Context: an optimization exercise on an open-source flow, tuned for small area, a short achievable clock period and few clock cycles. The choices shown serve that exercise and are no tape-out recipe. Function was checked by simulation only, so behaviour that the tests miss may differ from the original.

--- design/flow/constraint.sdc ---
create_clock -name core_clock -period 14.0 [get_ports {i_clk}]
set_input_delay 2.8000 -clock core_clock [delete_from_list [all_inputs] [get_ports {i_clk}]]
set_output_delay 2.8000 -clock core_clock [all_outputs]
set_load 0.01 [all_outputs]
--- design/flow/run.sh ---
#!/bin/bash
# synth_recipe.tcl (not shown) runs the flow's synth.tcl, then flattens the netlist and writes it again
# the make line also repeats each setting of config.mk as NAME=value (left out here)
make -C /OpenROAD-flow-scripts/flow DESIGN_CONFIG=/design/flow/config.mk WORK_HOME=/design/flow/orfs CLKGATE_MAP_FILE= SYNTH_SCRIPT=/design/flow/synth_recipe.tcl finish
--- design/flow/config.mk ---
export PLATFORM = sky130hd
export DESIGN_NAME = GSIM
export DESIGN_NICKNAME = GSIM
export VERILOG_FILES = /design/flow/design.v
export SDC_FILE = /design/flow/constraint.sdc
export NUM_CORES = 8
export LEC_CHECK = 0
export CAP_MARGIN = 30
export CORE_MARGIN = 2
export CORE_UTILIZATION = 50
export SETUP_SLACK_MARGIN = 0.6
export SLEW_MARGIN = 20
--- design/flow/design.v ---
module run_gsim ( i_clk, i_reset, i_module_en, o_done, i_a, i_b, o_x );
input          i_clk;
input          i_reset;
input          i_module_en;
output         o_done;
input	[4095:0] i_a;  
input	[ 255:0] i_b;  
output	[ 511:0] o_x;  
reg	[ 31:0]	o_x_w[0:15], o_x_r[0:15];
reg			o_done_w, o_done_r;
reg	[255:0]	A[0:15], A_next[0:15];
reg	[ 15:0] B[0:15], B_next[0:15];
reg	[ 31:0] X[0:15], X_next[0:15];
reg	[ 47:0] AX[0:15], AX_next[0:15];  
reg	[ 36:0] SUM[0:15], SUM_next[0:15];  
reg	[ 47:0] newX[0:15], newX_next[0:15];  
reg	[ 2:0]	cur_state, next_state;  
integer		i,j; 
reg	[ 3:0]	iter, iter_next;  
reg	[ 3:0]	i_x, i_x_next;  
reg	[ 4:0]	round, round_next;  
parameter S_IDLE		= 3'b000;  
parameter S_WAIT		= 3'b001;  
parameter S_GET_X0		= 3'b010;  
parameter S_EX			= 3'b011;  
parameter S_HOLD		= 3'b111;  
parameter MAX_32BIT		= {1'b0,{31{1'b1}}};  
parameter MIN_32BIT		= {1'b1,{31{1'b0}}};  
reg		carry_bit;
assign o_done	= o_done_r;
genvar _i;
generate
for(_i=0;_i<=15;_i=_i+1)
	assign o_x[(_i*32+31):(_i*32)]	= X[_i];
endgenerate
always@(*) begin
	o_done_w	= o_done_r;
	iter_next	= iter;
	i_x_next	= i_x;
	round_next	= round;
	next_state	= cur_state;
	case(cur_state)
		S_IDLE: begin
			next_state	= S_WAIT;
		end
		S_WAIT: begin
			if(i_module_en) begin
				next_state	= S_GET_X0;
				o_done_w	= 0;
				iter_next	= 0;
				round_next	= 0;
			end else begin
				next_state	= S_WAIT;
			end
		end
		S_GET_X0: begin
			next_state		= S_EX;
		end
		S_EX: begin
			next_state	= S_EX;
			if(round == 5'd18) begin
				round_next	= 0;
				if(i_x == 4'd15) begin
					i_x_next    = 0;
					if(iter == 4'd15) begin
						iter_next	= 0;
						next_state  = S_HOLD;
						o_done_w    = 1;
					end else begin
						iter_next   = iter + 1;
					end
				end else begin
					i_x_next	= i_x + 1;
				end
			end else begin
				round_next  = round + 1;
			end
		end
		S_HOLD: begin
			if(!i_module_en) begin
				next_state	= S_WAIT;
				o_done_w	= 0;
			end else begin
				next_state	= S_HOLD;
			end
		end
	endcase
end
always@(*) begin
	for(i=0;i<=15;i=i+1) begin
		A_next[i]	= A[i];
		B_next[i]	= B[i];
	end
	if(cur_state == S_WAIT && i_module_en) begin
		for(i=0;i<=15;i=i+1) begin
			for(j=0;j<=15;j=j+1) begin
				A_next[i][j*16+15 -:16]	= i_a[j*256+i*16+15 -:16];
			end
			B_next[i]	= i_b[i*16+15 -:16];
		end
	end
end
always@(*) begin
	for(i=0;i<=15;i=i+1) begin
		AX_next[i]		= AX[i];
		SUM_next[i]		= SUM[i];
		newX_next[i]	= newX[i];
		X_next[i]		= X[i];
	end
	if(cur_state == S_WAIT && i_module_en) begin
		for(i=0;i<=15;i=i+1) begin
			X_next[i]		= $signed(i_b[i*16+15 -:16]) * $signed(i_a[i*256+i*16+15 -:16]);
		end
	end else if(cur_state == S_GET_X0) begin
		for(i=0;i<=15;i=i+1) begin
			if((X[i][31:29]!=3'b000) && (X[i][31:29]!=3'b111)) begin  
				X_next[i]  = {X[i][31], {31{~X[i][31]}}};
			end else begin
				X_next[i]  = {X[i][29:0], 2'b00};
			end
		end
	end
	else if(cur_state == S_EX) begin
		if(round == 5'd18) begin  
			if((newX[i_x][47:45]!=3'b000) && (newX[i_x][47:45]!=3'b111)) begin  
				X_next[i_x]	= {newX[i_x][47], {31{~newX[i_x][47]}}};  
			end else begin
				X_next[i_x]	= newX[i_x][45:14];  
			end
		end  
		else if(round == 5'd17) begin  
			if((SUM[i_x][36:31]!=6'h0) && (SUM[i_x][36:31]!=6'h3F)) begin  
				newX_next[i_x]	= $signed(A[i_x][(i_x<<4)+15 -:16]) * $signed({SUM[i_x][36], {31{~SUM[i_x][36]}}});  
			end else begin
				newX_next[i_x]	= $signed(A[i_x][(i_x<<4)+15 -:16]) * $signed(SUM[i_x][31:0]);
			end
		end else if(round <= 5'd16) begin  
			if(round == 0) begin  
				SUM_next[i_x] = {{5{B[i_x][15]}}, B[i_x], 16'b0};
			end else if(round-1 != i_x) begin  
				if((AX[i_x][47:31]!=17'h0) && (AX[i_x][47:31]!=17'h1FFFF)) begin  
					{carry_bit, SUM_next[i_x]} = $signed(SUM[i_x]) - $signed({{6{AX[i_x][47]}}, {31{~AX[i_x][47]}}});  
				end else begin
					{carry_bit, SUM_next[i_x]} = $signed(SUM[i_x]) - $signed(AX[i_x][36:0]);
				end
			end
			if(round < 5'd16) begin  
				AX_next[i_x]	= $signed(A[i_x][(round<<4)+15 -:16]) * $signed(X[round]);
			end
		end
	end
end
always@(posedge i_clk or posedge i_reset) begin
	if(i_reset) begin
		o_done_r	<= 0;
		for(i=0;i<=15;i=i+1) begin
			X[i]		<= 0;
			A[i]		<= 0;
			B[i]		<= 0;
			AX[i]		<= 0;
			SUM[i]		<= 0;
			newX[i]		<= 0;
		end
		cur_state	<= S_IDLE;
		iter		<= 0;
		i_x			<= 0;
		round		<= 0;
	end else begin
		o_done_r	<= o_done_w;
		for(i=0;i<=15;i=i+1) begin
			X[i]		<= X_next[i];
			A[i]		<= A_next[i];
			B[i]		<= B_next[i];
			AX[i]		<= AX_next[i];
			SUM[i]		<= SUM_next[i];
			newX[i]		<= newX_next[i];
		end
		cur_state	<= next_state;
		iter		<= iter_next;
		i_x			<= i_x_next;
		round		<= round_next;
	end
end
endmodule
module GSIM (                        
	input          i_clk,
	input          i_reset,
	input          i_module_en,
	input  [  4:0] i_matrix_num,
	output         o_proc_done,
	output         o_mem_rreq,
	output [  9:0] o_mem_addr,
	input          i_mem_rrdy,
	input  [255:0] i_mem_dout,
	input          i_mem_dout_vld,
	output         o_x_wen,
	output [  8:0] o_x_addr,
	output [ 31:0] o_x_data  
);
reg			o_proc_done_r, o_proc_done_w;
reg			o_mem_rreq_r, o_mem_rreq_w;
reg [  9:0]	o_mem_addr_r, o_mem_addr_w;
reg			o_x_wen_r, o_x_wen_w;
reg	[  8:0]	o_x_addr_r, o_x_addr_w;
reg	[ 31:0] o_x_data_r, o_x_data_w;
reg	[4095:0] A, A_next;
reg	[ 255:0] mA[0:15], mA_next[0:15];
reg	[ 255:0] B, B_next;
wire	[ 511:0] X;
reg	[ 2:0]	cur_state, next_state;  
reg	[ 4:0]	round, round_next;  
reg	[ 4:0]	count_load, count_load_next;  
reg	[ 4:0]	count_data, count_data_next;  
reg	[ 3:0]	count_out, count_out_next;  
reg			load_en, load_en_next;
reg			read_en, read_en_next;
reg			load_done, load_done_next;
reg			out_done, out_done_next;
reg			o_run_gsim_en_r, o_run_gsim_en_w;
parameter S_IDLE		= 3'b000;  
parameter S_FIRST_LOAD	= 3'b001;  
parameter S_START_EX	= 3'b010;  
parameter S_WAIT_X		= 3'b011;  
parameter S_OUT			= 3'b100;  
parameter S_END			= 3'b111;  
integer i;
assign o_proc_done		= o_proc_done_r;
assign o_mem_rreq		= o_mem_rreq_r;
assign o_mem_addr		= o_mem_addr_r;
assign o_x_wen			= o_x_wen_r;
assign o_x_addr			= o_x_addr_r;
assign o_x_data			= o_x_data_r;
assign o_run_gsim_en	= o_run_gsim_en_r;
run_gsim u_run_gsim(
	.i_clk(i_clk),
	.i_reset(i_reset),
	.i_module_en(o_run_gsim_en),
	.o_done(i_run_gsim_done),
	.i_a(A),
	.i_b(B),
	.o_x(X)
);
always@(*) begin
	next_state	 	= cur_state;
	round_next		= round;
	load_en_next	= load_en;
	o_run_gsim_en_w	= o_run_gsim_en_r;
	o_proc_done_w	= o_proc_done_r;
	count_load_next	= count_load;
	case(cur_state) 
		S_IDLE: begin
			if(i_module_en) begin
				next_state		= S_FIRST_LOAD;
				round_next		= 1;
				o_run_gsim_en_w	= 0;
			end else begin
				next_state		= S_IDLE;
			end
		end
		S_FIRST_LOAD: begin
			if(load_done) begin
				next_state		= S_START_EX;
				load_en_next	= 0;
				count_load_next	= count_load + 1;
			end else begin
				load_en_next	= 1;
				next_state		= S_FIRST_LOAD;
			end
		end
		S_START_EX: begin
			o_run_gsim_en_w		= 1;  
			load_en_next		= 1;  
			next_state			= S_WAIT_X;  
		end
		S_WAIT_X: begin
			if(load_done) begin
				load_en_next	= 0;
			end
			if(i_run_gsim_done) begin  
				count_load_next	= count_load + 1;
				next_state		= S_OUT;
			end else begin
				next_state		= S_WAIT_X;
			end
		end
		S_OUT: begin
			if((round==i_matrix_num) && out_done) begin
				next_state		= S_END;
				o_proc_done_w	= 1;
			end
			else if(out_done) begin
				o_run_gsim_en_w	= 0;
				next_state		= S_START_EX;
				round_next		= round + 1;
			end else begin
				next_state		= S_OUT;
			end
		end
		S_END: begin
			next_state			= S_END;
			if(!i_module_en) begin
				o_proc_done_w	= 0;
			end
		end
	endcase
end
always@(*) begin
	load_done_next	= 0;
	o_mem_rreq_w	= 0;
	o_mem_addr_w	= o_mem_addr_r;
	A_next			= A;
	B_next			= B;
	count_data_next	= count_data;
	read_en_next	= 0;
	for(i=0;i<=15;i=i+1)
		mA_next[i]	= mA[i];
	if(load_en)begin
		if(count_data >= 5'd17) begin  
			load_done_next	= 1;
			o_mem_rreq_w	= 0;
		end else begin  
			load_done_next	= 0;
			o_mem_rreq_w	= 1;
			o_mem_addr_w	= count_load*17 + count_data; 
		end
		if(i_mem_dout_vld && i_mem_rrdy && (~read_en)) begin
			read_en_next	= 1;
		end
		if(read_en && i_mem_dout_vld && i_mem_rrdy && count_data <=5'd16) begin  
			if(count_data <= 5'd15) begin  
				A_next[(count_data<<8)+255 -:256]	= i_mem_dout;
				mA_next[count_data]					= i_mem_dout;
			end else if(count_data == 5'd16) begin  
				B_next	= i_mem_dout;
			end
			count_data_next	= count_data + 1;
			o_mem_addr_w	= count_load*17 + count_data+1; 
			read_en_next	= 0;
		end 
	end
	if(cur_state == S_START_EX || cur_state==S_IDLE) begin  
		count_data_next		= 0;
		load_done_next		= 0;
	end
end
always@(*) begin
	out_done_next	= 0;
	o_x_wen_w		= 0;
	o_x_addr_w		= o_x_addr_r;
	o_x_data_w		= o_x_data_r;
	count_out_next	= count_out;
	if(cur_state == S_OUT) begin
		o_x_wen_w		= 1;
		o_x_addr_w		= ((round-1)<<4) + count_out;
		o_x_data_w		= X[(count_out<<5)+31 -: 32];
		count_out_next	= count_out + 1;
		if(count_out == 4'd15) begin
			count_out_next	= 0;
			out_done_next	= 1;
		end
	end
end
always@(posedge i_clk or posedge i_reset) begin
	if(i_reset) begin
		o_proc_done_r	<= 0;
		o_mem_rreq_r	<= 0;
		o_mem_addr_r	<= 10'b1111111111;
		o_x_wen_r		<= 0;
		o_x_addr_r		<= 0;
		o_x_data_r		<= 0;
		o_run_gsim_en_r	<= 0;
		A				<= 0;
		B				<= 0;
		round			<= 0;
		count_load		<= 0;
		count_data		<= 0;
		count_out		<= 0;
		load_en			<= 0;
		read_en			<= 0;
		load_done		<= 0;
		out_done		<= 0;
		cur_state		<= 0;
		for(i=0;i<=15;i=i+1)
			mA[i]			<= 0;
	end	else begin
		o_proc_done_r	<= o_proc_done_w;
		o_mem_rreq_r	<= o_mem_rreq_w;
		o_mem_addr_r	<= o_mem_addr_w;
		o_x_wen_r		<= o_x_wen_w;
		o_x_addr_r		<= o_x_addr_w;
		o_x_data_r		<= o_x_data_w;
		o_run_gsim_en_r	<= o_run_gsim_en_w;
		A				<= A_next;
		B				<= B_next;
		round			<= round_next;
		count_load		<= count_load_next;
		count_data		<= count_data_next;
		count_out		<= count_out_next;
		load_en			<= load_en_next;
		read_en			<= read_en_next;
		load_done		<= load_done_next;
		out_done		<= out_done_next;
		cur_state		<= next_state;
		for(i=0;i<=15;i=i+1)
			mA[i]			<= mA_next[i];
	end
end
endmodule
==> impl_metrics.toml <==
[synthesis]
yosysMostFrequentCell = "nand2_1"
yosysUniqueCellTypes = 103
synth_edf_count = 0
syn-cell-area_sq_um = 664000
synth_top_cell_by_area = "dfrtp_1"
synth.top_cell.area_share = 0.423
async_flop_share = 1.00
yosysSeqAreaShare = 0.423
synthesis.nets = 73027
synthTopCellsByArea = "dfrtp_1 42%, fa_1 16%, nand2_1 10%"
avgSynthCellArea_sq_um = 10.1
ys.flop_type = "dfrtp_1"
synth_cells = 65726
synth_seq_cells = 11218
yosys_warnings = 18
synthTopCellsByCount = "18500 x nand2_1, 11208 x dfrtp_1, 5913 x inv_1"

[sta]
setup_violations = 0
worst_slack_ns = 0.812
setup_tns_ns = 0
min_period_over_period = 0.942
relSlewSlack = 0.158
max_freq_ghz = 0.0758
min_period_ns = 13.19
rsz0062_at_grt = "false"
slew_viol_final = 0
worst_slew_pin_slew_ns = 1.26
fin_skew_ns = 0.158
report.final.hold_viol_count = 0

[floorplanning]
core_area_sq_um = 1320000
fp-row-count = 423
die_h_um = 1160
die-area_sq_um = 1340000
io_pins = 320
start_util = 0.501
die_w_um = 1160

[drt]
vias = 514662
drcViolationCount = 0
ant_nets = 0
dr.first_iter.drc_count = 65205
drt-total-wl_um = 2830000
via_per_inst = 6.10
first_pass_iters = 10
wire_per_inst_um = 33.5

[cts]
clkTransAtPathRegs_ns = 0.06
clock-root-buffer = "clkbuf_16"
cts_made_buffers = 1307
clkLatencyLatePin_ns = 1.39
cts.sinks = 11218
clockBufferDepth = 6
htreeDepth = 7
tritoncts = "done"

[job]
cap_violations = 0

[critical_path]
cp_data_required_time_ns = 15.12
critPathMaxFanout = 23
arrival_ns = 14.31
slowest_stage = "and3_4"
start_kind = "flip-flop"
path_class = "flip-flop to flip-flop"
slowest_delay_ns = 0.73
critPathCaptureType = "flip-flop"

[place]
dp_hpwl_um = 2000000
port_buffers = 319
dp_slack_ns = 0.673
gp_congestion = 1.05
placed_area_sq_um = 692000

[worst_hold_path]
hold_class = "flip-flop to flip-flop"

[global_route]
grt_start_max_net_pins = 203
antenna_found_initial = 517
grt_pass1_vias = 494321
gr-usage-all-layers = 0.418
grt_pass1_wl_um = 3940000
grt_overflow = 0

[cells_and_area]
final_cell_area_sq_um = 738000
drive_gt1_frac = 0.144
area_delta_synth_final_pct = 11.2
nets = 72401

[outcome]
status = "no timing/DRC/antenna violations"
[kinds of logic after synthesis]
| kind of cell | Yosys count | synth area share |
|---|---|---|
| multiplexers | 4921 | 0.0880 |
| adder cells (fa/ha/maj) | 7035 | 0.193 |
| flip-flops | 11218 | 0.423 |
| XOR/XNOR | 734 | 0.00969 |
| AO/OA/AOI/OAI | 8377 | 0.0853 |
| buffers and inverters | 10291 | 0.0586 |
| AND/OR/NAND/NOR | 23150 | 0.142 |
[layout by cell type, fill, tap and decap left out, types with 364 or more instances in the layout]
| cell type | count |
|---|---|
| ha_1 | 1685 |
| a22o_1 | 622 |
| o22ai_1 | 364 |
| xnor2_1 | 552 |
| diode_2 | 643 |
| a21oi_1 | 768 |
| nand2_1 | 18445 |
| a22oi_1 | 1244 |
| dfrtp_1 | 11163 |
| o21a_1 | 415 |
| clkbuf_16 | 1327 |
| and2_1 | 1580 |
| buf_4 | 1796 |
| fa_1 | 5346 |
| inv_1 | 5907 |
| o21ai_0 | 2614 |
| nor2_1 | 1344 |
| mux2_2 | 4482 |
| a221oi_1 | 626 |
[what timing repair did]
action	4_1_cts	5_1_grt
hold buffers	0	0
endpoints found under the setup margin	0	142
resized for setup	0	5
buffers inserted	0	5
[routing by layer]
metal,track usage,share of wire,routed length (um),vias up
met5,0,0.00054,1540,-
met4,0.291,0.084,237000,224
met3,0.133,0.12,333000,6629
met2,0.602,0.43,1200000,29305
met1,0.538,0.37,1050000,266331
li1,-,-,-,212173
[metrics by stage]
stage | util | hold WS, ns | std cells
final | 0.557 | 0.370 | 84330
after global routing | 0.556 | 0.413 | 83842
after CTS | 0.555 | 0.367 | 83609
after detailed placement | 0.522 | 0.416 | 81350
after global placement | 0.521 | 0.407 | 81226
after floorplan | - | 0.399 | 65726
[flip-flops by register name (all words and copies together), names as in the netlist, 9 cells and up]
signal           flops
u_run_gsim.AX      768
o_x_addr_r           9
o_mem_addr_r        10
u_run_gsim.X       512
u_run_gsim.SUM     592
A                 4096
B                  256
o_x_data_r          32
u_run_gsim.A      4096
u_run_gsim.newX    544
u_run_gsim.B       256
[worst paths after layout]
kind / from / end / slack, ns / cells after the start
max: u_run_gsim.i_x[0]$_DFFE_PP0P_ / u_run_gsim.newX[8][27]$_DFFE_PP0P_ / 0.81 / 41
min: A[1220]$_DFFE_PP0P_ / u_run_gsim.A[12][68]$_DFFE_PP0P_ / 0.37 / 2
max reg2reg: u_run_gsim.i_x[0]$_DFFE_PP0P_ / u_run_gsim.newX[8][27]$_DFFE_PP0P_ / 0.81 / 41
min reg2reg: A[1220]$_DFFE_PP0P_ / u_run_gsim.A[12][68]$_DFFE_PP0P_ / 0.37 / 2
max in group asynchronous: i_reset / count_load[3]$_DFFE_PP0P_ / 8.46 / 6
min in group asynchronous: i_reset / u_run_gsim.SUM[7][11]$_DFFE_PP0P_ / 2.64 / 3
[worst max-delay path, delay by kind of cell (launching register included)]
kind,cells,cell delay [ns]
muxes,2,0.71
buffers and inverters,10,2.54
DFF,1,0.67
adders and majority gates,8,3.59
AOI/OAI and AO/OA,14,3.07
and+or+nand+nor,7,2.20
[layout make-up]
| type | count | area [sq um] |
|---|---|---|
| antenna | 643 | 1610 |
| clock buffer | 1879 | 38100 |
| clock inverter | 380 | 4770 |
| fill | 117380 | 587000 |
| inverter | 5942 | 22300 |
| multi-input combinational | 44218 | 346000 |
| sequential | 11218 | 281000 |
| tap | 17637 | 22100 |
| timing repair buffer | 2413 | 22000 |
Testbench counts, summed over its fixed seeds: cycles 522,579.

port drivers added, routing unchanged:
How much do the figures lean on ideal ports? The routed layout below was timed once more, with nothing changed but the port constraints. Step 1, drivers: a clkbuf_16 drives i_clk and a buf_2 each remaining input, both assumed. Step 2 times the ports against the registers' clock, not the clock port: input delays grow and output delays shrink by t, the midpoint of the rising clock arrivals with the driver on. a / b / c = ideal / step 1 / step 2; a / b = the first two.
t (ns): 1.515
slack for setup (ns): 0.812 / 0.812 / 0.812
worst hold slack (ns): 0.370 / 0.370 / 0.370
latest minus earliest clock arrival (ns): 0.166 / 0.166
worst slew at a driven data input, ns: 0.78
After both steps setup and hold are still met in this run. The setup slack of this run moves by 0.000 ns with the drivers and by 0.000 ns with both steps.
